This design comes from an exercise in tuning for small area, a short achievable clock period and few clock cycles per item on the open sky130 flow, not from production work.
Power figures rest on the tool's default switching activity, not on a simulated workload.

Design DMAC_TOP, start of the top module:
module DMAC_TOP #(
  parameter integer C_S_AXI_CONTROL_ADDR_WIDTH = 12 ,
  parameter integer C_S_AXI_CONTROL_DATA_WIDTH = 32
)(
    input  wire                                    ap_clk,
    input  wire                                    ap_rstn,
    input  wire                                    s_axi_control_awvalid,
    output wire                                    s_axi_control_awready,
    input  wire [C_S_AXI_CONTROL_ADDR_WIDTH-1:0]   s_axi_control_awaddr ,
    input  wire                                    s_axi_control_wvalid ,
    output wire                                    s_axi_control_wready ,
    input  wire [C_S_AXI_CONTROL_DATA_WIDTH-1:0]   s_axi_control_wdata  ,
    input  wire [C_S_AXI_CONTROL_DATA_WIDTH/8-1:0] s_axi_control_wstrb  ,
    input  wire                                    s_axi_control_arvalid,
    output wire                                    s_axi_control_arready,
    input  wire [C_S_AXI_CONTROL_ADDR_WIDTH-1:0]   s_axi_control_araddr ,
    output wire                                    s_axi_control_rvalid ,
    input  wire                                    s_axi_control_rready ,
    output wire [C_S_AXI_CONTROL_DATA_WIDTH-1:0]   s_axi_control_rdata  ,
    output wire [2-1:0]                            s_axi_control_rresp  ,
    output wire                                    s_axi_control_bvalid ,
    input  wire                                    s_axi_control_bready ,
    output wire [2-1:0]                            s_axi_control_bresp  ,
    output  wire    [3:0]       m_axi_awid,
    output  wire    [31:0]      m_axi_awaddr,
    output  wire    [7:0]       m_axi_awlen,
    output  wire    [2:0]       m_axi_awsize,
    output  wire    [1:0]       m_axi_awburst,
    output  wire                m_axi_awvalid,
    input   wire                m_axi_awready,
    output  wire                m_axi_awlock,
    output  wire    [3:0]       m_axi_awcache,
    output  wire    [2:0]       m_axi_awprot,
    output  wire    [3:0]       m_axi_awqos,
    output  wire    [3:0]       m_axi_awregion,
    output  wire    [255:0]      m_axi_wdata,
    output  wire    [31:0]       m_axi_wstrb,
    output  wire                m_axi_wlast,
    output  wire                m_axi_wvalid,
    input   wire                m_axi_wready,
    input   wire    [3:0]       m_axi_bid,
    input   wire    [1:0]       m_axi_bresp,
    input   wire                m_axi_bvalid,
    output  wire                m_axi_bready,
    output  wire    [3:0]       m_axi_arid,
    output  wire    [31:0]      m_axi_araddr,
    output  wire    [7:0]       m_axi_arlen,
    output  wire    [2:0]       m_axi_arsize,
    output  wire    [1:0]       m_axi_arburst,
    output  wire                m_axi_arvalid,
    input   wire                m_axi_arready,
    output  wire                m_axi_arlock,
    output  wire    [3:0]       m_axi_arcache,
    output  wire    [2:0]       m_axi_arprot,
    output  wire    [3:0]       m_axi_arqos,
    output  wire    [3:0]       m_axi_arregion,
    input   wire    [3:0]       m_axi_rid,
    input   wire    [255:0]      m_axi_rdata,
    input   wire    [1:0]       m_axi_rresp,
    input   wire                m_axi_rlast,
    input   wire                m_axi_rvalid,
    output  wire                m_axi_rready
);
For scale: ~180 flip-flops, roughly 810 I/O pins, roughly 12,000 sq um of cells after synthesis.
==> flow/config.mk <==
export PLATFORM = sky130hd
export DESIGN_NAME = DMAC_TOP
export DESIGN_NICKNAME = DMAC_TOP
export VERILOG_FILES = /design/flow/design.v
export SDC_FILE = /design/flow/constraint.sdc
export NUM_CORES = 4
export LEC_CHECK = 0
export CAP_MARGIN = 20
export CORE_AREA = 2 2 288 288
export DIE_AREA = 0 0 290 290
export PLACE_DENSITY = 0.6
export SLEW_MARGIN = 20
==> flow/constraint.sdc <==
create_clock -name core_clock -period 10.0 [get_ports {ap_clk}]
set_input_delay 2.0000 -clock core_clock [delete_from_list [all_inputs] [get_ports {ap_clk}]]
set_output_delay 2.0000 -clock core_clock [all_outputs]
set_load 0.01 [all_outputs]
standard.sh (not shown) runs the stock make flow with config.mk's settings and CLKGATE_MAP_FILE= SYNTH_SCRIPT=/design/flow/synth_recipe.tcl, a recipe that flattens the netlist after the stock synthesis.
==> flow/flow/run.sh <==
#!/bin/bash
# The standard layout (standard.sh: unchanged synthesis, floorplan, power grid and
# routing), with these settings changed:
#  - the port buffers that global placement inserts are buf_1 cells, not the
#    slow delay-buffer cell buffer_ports picks by default;
#  - clock tree synthesis uses clkbuf_4/clkbuf_8, clusters of at most 10 sinks within 50 um, and adds no dummy loads;
#  - timing repair aims for 6.0 ns of setup slack instead of 0, so it sizes and
#    buffers paths down toward the 4 ns that the port delays leave.
# The clock, its period and the I/O constraints are the standard flow's, untouched.
set -euo pipefail
export BUFFER_PORTS_ARGS="-buffer_cell sky130_fd_sc_hd__buf_1"
export CTS_ARGS="-sink_clustering_enable -sink_clustering_size 10 -sink_clustering_max_diameter 50 -repair_clock_nets -dont_use_dummy_load -buf_list {sky130_fd_sc_hd__clkbuf_4 sky130_fd_sc_hd__clkbuf_8}"
export SETUP_SLACK_MARGIN=6.0
bash standard.sh finish > standard.log 2>&1
==> next run, changes <==
--- a/flow/flow/run.sh
+++ b/flow/flow/run.sh
@@ -6,2 +6,2 @@
-#  - clock tree synthesis uses clkbuf_4/clkbuf_8, clusters of at most 10 sinks within 50 um, and adds no dummy loads;
-#  - timing repair aims for 6.0 ns of setup slack instead of 0, so it sizes and
+#  - clock tree synthesis uses clkbuf_4/clkbuf_8 and adds no dummy loads;
+#  - timing repair aims for 5.9 ns of setup slack instead of 0, so it sizes and
@@ -12,2 +12,2 @@
-export CTS_ARGS="-sink_clustering_enable -sink_clustering_size 10 -sink_clustering_max_diameter 50 -repair_clock_nets -dont_use_dummy_load -buf_list {sky130_fd_sc_hd__clkbuf_4 sky130_fd_sc_hd__clkbuf_8}"
-export SETUP_SLACK_MARGIN=6.0
+export CTS_ARGS="-sink_clustering_enable -repair_clock_nets -dont_use_dummy_load -buf_list {sky130_fd_sc_hd__clkbuf_4 sky130_fd_sc_hd__clkbuf_8}"
+export SETUP_SLACK_MARGIN=5.9
Result:
- The changed run went through all stages and came out clean
- power stays flat
- final area is about the same
- non-clock buffer count stays the same
- core utilization hardly moves
- sequential share of layout area is about the same
- sequential power hardly moves
- final cell count is unchanged
- register-to-register slack hardly moves
- routed wire length is about the same
- setup slack hardly moves
==> next run, changes <==
--- a/flow/flow/run.sh
+++ b/flow/flow/run.sh
@@ -7 +7 @@
-#  - timing repair aims for 5.9 ns of setup slack instead of 0, so it sizes and
+#  - timing repair aims for 6.0 ns of setup slack instead of 0, so it sizes and
@@ -13 +13 @@
-export SETUP_SLACK_MARGIN=5.9
+export SETUP_SLACK_MARGIN=6.0
Cell area hardly moves.
Sequential power stays flat.
Clock-buffer cell count is unchanged.
==> next run, changes <==
--- a/flow/flow/run.sh
+++ b/flow/flow/run.sh
@@ -6,0 +7 @@
+#  - the constant outputs share one tie cell per value instead of one each;
@@ -13,0 +15 @@
+export SKIP_REPAIR_TIE_FANOUT=1
The changed run completed without violations; cell area decreases by 3.3%; setup slack barely changes; fmax stays flat; die area stays the same; routed wire length came out lower by 5.7%; core utilization drops by 0.46 points; area after synthesis stays the same; final cell count goes down by 4.1%; power is about the same.
No functional check of the RTL was part of any run of this note.

==> afterwards: timing with drivers on the ports <==
In the flow no input, the clock included, has a driving cell. The finished layouts below were timed again as built, in two steps.
Step 1 (the two cells are an assumption about what drives the block):
set clk [get_ports {ap_clk}]
set_driving_cell -lib_cell sky130_fd_sc_hd__clkbuf_16 $clk
set_driving_cell -lib_cell sky130_fd_sc_hd__buf_2 [delete_from_list [all_inputs] $clk]
Step 2 adds t to the input delays and takes it off the output delays; t is the mean of the earliest and latest rising clock arrival at the registers after step 1. Input paths then give back, and output paths get back, about the clock's delay inside the block.
a / b / c = no drivers / after step 1 / after step 2; a / b = the first two.
| run | t, ns | setup slack, ns | slew at the worst register clock pin (ns) |
|---|---|---|---|
| the first run | 0.558 | 5.998 / 5.878 / 5.622 | 0.12 / 0.12 |
| the second run | 0.559 | 5.998 / 5.878 / 5.506 | 0.12 / 0.12 |
| the third run | 0.558 | 5.998 / 5.878 / 5.622 | 0.12 / 0.12 |
| the fourth run | 0.547 | 5.997 / 5.867 / 5.703 | 0.10 / 0.10 |
After both steps setup and hold are still met in every run listed. For the second run, which loses most, drivers alone change the setup slack by -0.120 ns; drivers and shift together by -0.492 ns.
